Background: an optimization exercise with open tools, aiming at small area. Do not read the settings as production practice.
The RTL was checked by simulation tests, not by an equivalence proof against the original design.
Power and IR drop assume default switching activity.

--- flow/flow/area.abc ---
strash
dc2
dc2
dch -f
amap
strash
dc2
dc2
dch -f
amap
strash
dc2
dch -f
amap
--- flow/flow/run.sh ---
#!/bin/bash
# Layout flow: the standard ORFS flow (standard.sh) with three changes
# that only affect how the layout is made:
#  - synthesis is the standard synthesis script, except that the final
#    ABC technology-mapping call uses an area-oriented script (flow/area.abc);
#    registers are mapped before ABC runs, so they are unchanged;
#  - the port buffers inserted at global placement use sky130 buf_1;
#  - the clock tree uses clkbuf_8 buffers, clusters of at most 16 sinks and
#    no dummy loads.
set -euo pipefail
here=$(pwd)
{
  echo "proc abc {args} {"
  echo "  set i [lsearch \$args -script]"
  echo "  if {\$i >= 0} { set args [lreplace \$args \$i [expr {\$i + 1}] -script $here/flow/area.abc] }"
  echo "  yosys abc {*}\$args"
  echo "}"
  cat "$here/synth_recipe.tcl"
} > "$here/area_synth.tcl"
sed "s#SYNTH_SCRIPT=[^ ]*synth_recipe.tcl#SYNTH_SCRIPT=$here/area_synth.tcl#" standard.sh > area_standard.sh
grep -q area_synth.tcl area_standard.sh
export BUFFER_PORTS_ARGS="-buffer_cell sky130_fd_sc_hd__buf_1"
export CTS_ARGS="-sink_clustering_enable -repair_clock_nets -dont_use_dummy_load -buf_list sky130_fd_sc_hd__clkbuf_8 -sink_clustering_size 14 -sink_clustering_max_diameter 45"
bash area_standard.sh > standard_flow.log 2>&1
--- flow/design.v ---
`timescale 1ns / 100ps
module DUFT_ap_ctrl_chain(
  input [31:0]      addr,
  input [31:0]      wr_data,
  input [1:0]       rd_wr,
  output [31:0]     ap_return,
  input             ap_rst,
  input             ap_start,
  input             ap_continue,
  input             ap_ce,
  output            ap_idle,
  output            ap_ready,
  output            ap_done,
  input             ap_clk
);
  localparam H_IDLE = 3'b000;
  localparam H_ACK  = 3'b001;
  localparam H_RD   = 3'b010;
  localparam H_WR   = 3'b011;
  localparam H_DONE = 3'b100;
  localparam H_RST  = 3'b101;
  reg [2:0] h;
  reg [2:0] h_nx;
  always @(*) begin
    case (h)
      H_IDLE: h_nx = ap_start ? H_ACK : (rd_wr[1] ? H_RST : H_IDLE);
      H_ACK:  h_nx = rd_wr[0] ? H_RD : H_WR;
      H_RD, H_WR, H_RST: h_nx = H_DONE;
      H_DONE: h_nx = ap_continue ? H_IDLE : H_DONE;
      default: h_nx = H_IDLE;
    endcase
  end
  always @(posedge ap_clk)
    if (ap_rst) h <= H_IDLE;
    else        h <= h_nx;
  wire h_idle = (h == H_IDLE);
  wire h_done = (h == H_DONE);
  wire h_rd   = (h == H_RD);
  wire h_wr   = (h == H_WR);
  wire rst    = (h == H_RST);         
  assign ap_idle  = h_idle & ~ap_start;
  assign ap_ready = h_done;
  assign ap_done  = h_done;
  wire up0 = (addr[31:8] == 24'h000000);
  wire upF = (addr[31:8] == 24'hFF0000);
  wire lo00 = (addr[7:0] == 8'h00);
  wire lo01 = (addr[7:0] == 8'h01);
  wire r18 = up0 & (addr[7:3] == 5'b00011);
  wire r20 = up0 & (addr[7:5] == 3'b001);
  wire rlp = upF & lo01;
  wire wop = up0 & lo00;
  wire win = up0 & (addr[7:0] == 8'h10);
  wire wlp = upF & lo00;
  reg [1:0] ac;
  reg       ist;
  always @(posedge ap_clk) begin
    ac[0] <= rd_wr[0] ? (r18 | rlp) : (wop | wlp);
    ac[1] <= rd_wr[0] ? (r20 | rlp) : (win | wlp);
    ist   <= up0 & lo01;
  end
  reg [31:0] R;           
  reg [2:0]  opc;         
  reg [31:0] din;         
  reg [31:0] dout;        
  reg        dout_z;      
  reg [31:0] dft;         
  reg [31:0] tin;         
  localparam IDLE          = 4'd0;
  localparam INPUT_FLATTEN = 4'd1;
  localparam INPUT_DUT     = 4'd2;
  localparam INPUT_RDY     = 4'd3;
  localparam OUTPUT_WAIT   = 4'd4;
  localparam OUTPUT_VAL    = 4'd5;
  localparam OUTPUT_PACK   = 4'd6;
  localparam SCAN_PREP     = 4'd7;
  localparam SCAN          = 4'd8;
  localparam SCAN_RD       = 4'd9;
  localparam TICK          = 4'd10;
  reg [3:0] P;
  localparam D_IDLE   = 4'd0;
  localparam D_START  = 4'd1;
  localparam D_FINISH = 4'd2;
  localparam D_CALC0  = 4'd8;
  reg [3:0]  D;
  reg [31:0] q;           
  reg [5:0] cnt;
  wire op_input = (opc == 3'd1);
  wire op_run   = (opc == 3'd2);
  wire op_endr  = (opc == 3'd3);
  wire op_test  = (opc == 3'd4);
  wire op_next  = (opc == 3'd5);
  wire op_endt  = (opc == 3'd6);
  wire p_flat = (P == INPUT_FLATTEN);
  wire p_pack = (P == OUTPUT_PACK);
  wire p_prep = (P == SCAN_PREP);
  wire p_scan = (P == SCAN);
  wire p_srd  = (P == SCAN_RD);
  wire scan_ack  = cnt[0];                        
  wire scan_dump = cnt[5] & cnt[3] & cnt[0];      
  wire scan_end  = cnt[5] & cnt[3] & cnt[1];      
  wire srd_first = cnt[0];                        
  wire dut_commit_ack = p_pack | (p_srd & op_endt);
  wire dft_op_commit  = (p_scan & scan_end) | (p_srd & srd_first);
  wire sen = (P == INPUT_RDY) | p_prep | p_scan | (p_srd & (~op_endt | srd_first));
  wire [11:0] status = {
    p_prep, p_prep & scan_ack, dft_op_commit, p_srd,
    (P == INPUT_DUT), (D == D_START), (D == D_FINISH), dut_commit_ack,
    P };
  reg [3:0] P_nx;
  always @(*) begin
    case (P)
      IDLE:          P_nx = op_input ? INPUT_FLATTEN : IDLE;
      INPUT_FLATTEN: P_nx = INPUT_DUT;
      INPUT_DUT:     P_nx = (D == D_START) ? INPUT_RDY : INPUT_DUT;
      INPUT_RDY:     P_nx = op_run ? OUTPUT_WAIT : (op_test ? SCAN_PREP : INPUT_RDY);
      OUTPUT_WAIT:   P_nx = (D == D_FINISH) ? OUTPUT_VAL : OUTPUT_WAIT;
      OUTPUT_VAL:    P_nx = op_endr ? OUTPUT_PACK : OUTPUT_VAL;
      OUTPUT_PACK:   P_nx = IDLE;
      SCAN_PREP:     P_nx = scan_ack ? SCAN : SCAN_PREP;
      SCAN:          P_nx = scan_end ? SCAN_RD : SCAN;
      SCAN_RD:       P_nx = op_endt ? IDLE : (op_next ? TICK : SCAN_RD);
      TICK:          P_nx = SCAN_PREP;
      default:       P_nx = IDLE;
    endcase
  end
  always @(posedge ap_clk) begin
    if (rst) P <= IDLE;
    else     P <= P_nx;
    if (rst | ~(p_prep | p_scan)) cnt <= 6'd0;
    else                          cnt <= cnt + 6'd1;
  end
  reg [3:0] D_nx;
  always @(*) begin
    case (D)
      D_IDLE:   D_nx = (P == INPUT_DUT) ? D_START : D_IDLE;
      D_START:  D_nx = D_CALC0;
      D_FINISH: D_nx = dut_commit_ack ? D_IDLE : D_FINISH;
      4'd15:    D_nx = D_FINISH;
      4'd8, 4'd9, 4'd10, 4'd11, 4'd12, 4'd13, 4'd14:
                D_nx = D + 4'd1;
      default:  D_nx = D_IDLE;
    endcase
  end
  wire calc_run = D[3] & ~sen;
  wire dump = p_scan & scan_dump;
  wire [31:0] q_rot = {q[0], q[31:1]};
  wire [31:0] q_base = ({32{p_flat}} & din)
                     | ({32{dump}} & q_rot)
                     | ({32{~p_flat & ~dump}} & q);
  wire [31:0] q_carry;
  assign q_carry[0] = calc_run;
  genvar gi;
  generate for (gi = 1; gi < 32; gi = gi + 1) begin : g_carry
    assign q_carry[gi] = q_carry[gi-1] & q[gi-1];
  end endgenerate
  always @(posedge ap_clk) begin
    if (rst)       D <= D_IDLE;
    else if (!sen) D <= D_nx;
    q <= q_base ^ q_carry;
    if (dump) dft <= q_rot;
    if (p_pack) begin
      dout   <= q;
      dout_z <= rst;
    end
  end
  wire wr_go = h_wr & ap_ce;
  always @(posedge ap_clk) begin
    if (wr_go && ac == 2'd1) opc <= (R[31:3] == 29'd0) ? R[2:0] : 3'd0;
    if (wr_go && ac == 2'd2) din <= R;
    if (wr_go && ac == 2'd3) tin <= R;
  end
  wire rd_go = h_rd & ap_ce;
  wire s_st  = rd_go & (ac == 2'd0) & ist;
  wire s_18  = rd_go & (ac == 2'd1) & ~dout_z;
  wire s_20  = rd_go & (ac == 2'd2);
  wire s_lp  = rd_go & (ac == 2'd3);
  wire load = (h == H_IDLE) | (h == H_ACK);
  wire [31:0] ld_val = {wr_data[31:12], rd_wr[0] ? status : wr_data[11:0]};
  always @(posedge ap_clk)
    R <= ({32{h_done}} & R)
       | ({32{load}} & ld_val)
       | ({32{s_st}} & {20'd0, R[11:0]})
       | ({32{s_18}} & dout)
       | ({32{s_20}} & dft)
       | ({32{s_lp}} & tin);
  assign ap_return = R;
endmodule  
--- flow/constraint.sdc ---
create_clock -name core_clock -period 8.0 [get_ports {ap_clk}]
set_input_delay 1.6000 -clock core_clock [delete_from_list [all_inputs] [get_ports {ap_clk}]]
set_output_delay 1.6000 -clock core_clock [all_outputs]
set_load 0.01 [all_outputs]
--- flow/config.mk ---
export PLATFORM = sky130hd
export DESIGN_NAME = DUFT_ap_ctrl_chain
export DESIGN_NICKNAME = DUFT_ap_ctrl_chain
export VERILOG_FILES = /design/flow/design.v
export SDC_FILE = /design/flow/constraint.sdc
export NUM_CORES = 4
export LEC_CHECK = 0
export CAP_MARGIN = 10
export CORE_MARGIN = 2
export CORE_UTILIZATION = 50
export SLEW_MARGIN = 10
--- flow/standard.sh ---
#!/bin/bash
# synth_recipe.tcl (not shown) runs the flow's synth.tcl, then flattens the netlist and writes it again
# the make line also repeats each setting of config.mk as NAME=value (left out here)
make -C /OpenROAD-flow-scripts/flow DESIGN_CONFIG=/design/flow/config.mk WORK_HOME=/design/flow/orfs CLKGATE_MAP_FILE= SYNTH_SCRIPT=/design/flow/synth_recipe.tcl "${@:-finish}"
==> impl_metrics.tcl <==
set metrics [dict create \
    reg2reg_from "P[1]" \
    required_ns 8.44 \
    dp_hpwl_microns 12790 \
    holdWs_ns 0.4437 \
    slowest_delay_ns 0.38 \
    crit_fanout 6 \
    track_usage_pct 23.34 \
    die-area_sq_mm 0.01751 \
    synth-edff-count 132 \
    status "finished clean" \
    fin_crit_ns 5.637 \
    rows 46 \
    yosysUniqueCellTypes 41 \
    cts_tree "done" \
    syn-instance-count 660 \
    rsz0062_at_grt "false" \
    fillers 1376 \
    grt_pass1_wl_microns 32570 \
    stdcell_count 1018 \
    first_pass_iters 6 \
    worst_setup_path_end_kind "register" \
    grt_max_degree 66 \
    reg2reg_depth 26 \
    postCtsSetupBuffers 0 \
    start_kind "register" \
    htreeDepth 1 \
    ios 106 \
    worstMarginPinSlew_ns 0.9507 \
    vias 6185 \
    clock-sinks 216 \
    wl_per_cell_microns 20.24 \
    fin_nets 880 \
    routed_via_density 6.076 \
    leakagePower_nw 2.958 \
    diodes 0 \
    drt-initial-drc-count 565 \
    arrival_ns 6.08 \
    gp_congestion 1.026 \
    core-area_sq_mm 0.01600 \
    port_buffers 105 \
    max_freq_mhz 177.4 \
    drive_gt1_share_pct 5.985 \
    finalSetupViolations 0 \
    ant_nets 0 \
    die_h_microns 132.3 \
    seq_area_frac_synth_pct 68.56 \
    hold_buffers 0 \
    wl_microns 20610 \
    slowest_stage "dfxtp_1" \
    netlist_area_sq_mm 0.008234 \
    dp_cells 993 \
    grt-ovfl-total 0 \
    hold_violations 0 \
    hold_path.startpoint "tin[29]" \
    antenna_found_initial 0 \
    cts_resized 0 \
    syn_avg_cell_area_sq_um 12.48 \
    finalCritPeriodShare_pct 70.47 \
    maxCapViolations 0 \
    clkTransAtPathRegs_ns 0.09 \
    ys_ff_latch 216 \
    min_to "R[29]" \
    first_global_vias 6130 \
    ff2ff_setup_slack_ns 2.36 \
    cts_root_buffer "clkbuf_8" \
    yosysWarnings 1 \
    initial_utilization_pct 51.46 \
    worst_skew_pair.late_latency_ns 0.55 \
    vdd.ir_drop.worst_uv 154.9 \
    critical_path_class "reg2reg" \
    clock_skew_ns 0.07547 \
    setup_tns_ns 0 \
    areaGrowthSynthToFinish_pct 13.95 \
    synthArstFlopShare_pct 0 \
    cts_buffer_depth 3 \
    power_density_mw_per_mm2 299.2 \
    slew_viol_final 0 \
    r2r-end "q[31]" \
    syn_nets 736 \
    cts_made_buffers 25 \
    timing.max_slew.rel_slack_pct 36.23 \
    worstHoldPathCells 2 \
    worstHoldPathType "reg2reg" \
    drc_errors 0 \
    ys.flop_type "edfxtp_1" \
    die_w_microns 132.3 \
]
[power breakdown]
group / total [W] / internal, W / switching [W]
sequential: 0.00161 / 0.00140 / 0.000212
combinational: 0.000576 / 0.000246 / 0.000330
clock: 0.000620 / 0.000277 / 0.000343
[cells by family after synthesis]
| group | synth area share (%) |
|---|---|
| AOI/OAI and AO/OA | 15.96 |
| and+or+nand+nor | 12.99 |
| adders and majority gates | 0.7598 |
| buffers and inverters | 1.732 |
| DFF | 68.56 |
[worst max-delay path by stage]
stage | startpoint | endpoint | slack (ns) | cells after the start
after global placement | opc[2] | q[31] | 2.58 | 24
final | P[1] | q[31] | 2.36 | 26
after global routing | P[1] | q[31] | 1.61 | 26
after CTS | P[1] | q[31] | 2.40 | 26
after detailed placement | P[1] | q[31] | 2.37 | 26
after floorplan | P[3] | q[13] | 2.61 | 9
[metrics by stage]
stage	worst slack, ns	util [%]	instance area (sq um)	power (W)
floorplan	2.606	-	8234	0.001954
global placement	2.578	56.49	9039	0.002176
detailed placement	2.374	56.49	9039	0.002200
CTS	2.398	58.64	9383	0.002823
global route	1.611	58.64	9383	0.002952
finish	2.363	58.64	9383	0.002807
[cells in the final DEF (no fill, tap or decap), types with 4 or more instances in the layout]
cell      count
edfxtp_1    132
buf_1       105
dfxtp_1      84
nor2_1       75
nand2_1      62
a222oi_1     59
clkinv_1     36
a21oi_1      35
clkbuf_8     25
a22oi_1      20
nand3_1      18
nor3_1       14
nand4_1      14
o21ai_0      14
buf_4        13
nor4_1       10
nor2b_1       8
o221ai_1      7
or2_0         7
nor3_2        6
o22ai_1       6
or3_1         5
ha_1          5
a31oi_1       4
[area by class of cell]
cell class	instances	area (sq um)	share of cell area (%)
Clock buffer	25	344.1	3.667
Inverter	36	135.1	1.440
Multi-Input combinational cell	407	2496	26.60
Sequential cell	216	5645	60.17
Tap cell	216	270.3	2.880
Timing Repair Buffer	118	491.7	5.241
[critical path: cells and delay by family, from the launching register on]
family                 cells  cell delay [ns]
AO/OA/AOI/OAI              1             0.05
AND/OR/NAND/NOR           22             4.86
buffers and inverters      3             0.29
flip-flops                 1             0.38
[Yosys cell counts, drive strengths merged, types with 4 or more instances]
| cell | instances | share of area [%] |
|---|---|---|
| edfxtp | 132 | 48 |
| dfxtp | 84 | 20 |
| nor2 | 79 | 3.6 |
| nand2 | 62 | 2.8 |
| a222oi | 59 | 7.2 |
| clkinv | 36 | 1.6 |
| a21oi | 35 | 2.1 |
| a22oi | 20 | 1.8 |
| nor3 | 20 | 1.2 |
| nand3 | 18 | 1.1 |
| o21ai | 15 | 0.91 |
| nand4 | 14 | 1.1 |
| nor4 | 10 | 0.76 |
| nor2b | 8 | 0.61 |
| o221ai | 7 | 0.74 |
| or2 | 7 | 0.53 |
| o22ai | 6 | 0.46 |
| ha | 5 | 0.76 |
| or3 | 5 | 0.38 |
| a31oi | 4 | 0.30 |
[layer usage]
metal  track usage (%)  vias to the layer above  routed length [microns]
met2             38.95                      251                     9857
met3             4.767                       36                     1649
met4             6.272                        0                      422
li1                  -                     2925                        -
met5                 0                        -                        0
met1             31.28                     2973                     8677
[registers in the layout (all words and copies together) (netlist names), 3 cells and up]
| name | count |
|---|---|
| din | 32 |
| P | 4 |
| D | 4 |
| h | 3 |
| cnt | 6 |
| dout | 32 |
| R | 32 |
| dft | 32 |
| tin | 32 |
| q | 32 |
| opc | 3 |

## afterwards: timing with drivers on the ports
In the flow no input, the clock included, has a driving cell. The finished layout below was timed again as built, in two steps. Step 1 (the two cells are an assumption about what drives the block):
set clk [get_ports {ap_clk}]
set_driving_cell -lib_cell sky130_fd_sc_hd__clkbuf_16 $clk
set_driving_cell -lib_cell sky130_fd_sc_hd__buf_2 [delete_from_list [all_inputs] $clk]
Step 2, shift: input delay + t, output delay - t, t = (earliest + latest rising clock arrival at the registers) / 2. This alone moves slack from input paths to output paths. Slacks: no drivers / after step 1 / after step 2; pairs: no drivers / after step 1.
shift t [ns]: 0.554
setup slack, ns: 2.363 / 2.363 / 2.363
worst hold slack (ns): 0.444 / 0.444 / 0.444
worst slew at a driven data input, ns: 0.04
pins driven straight from the clock port: 1
After both steps setup and hold are still met in this run. For this run, drivers alone change the setup slack by 0.000 ns; drivers and shift together by 0.000 ns.
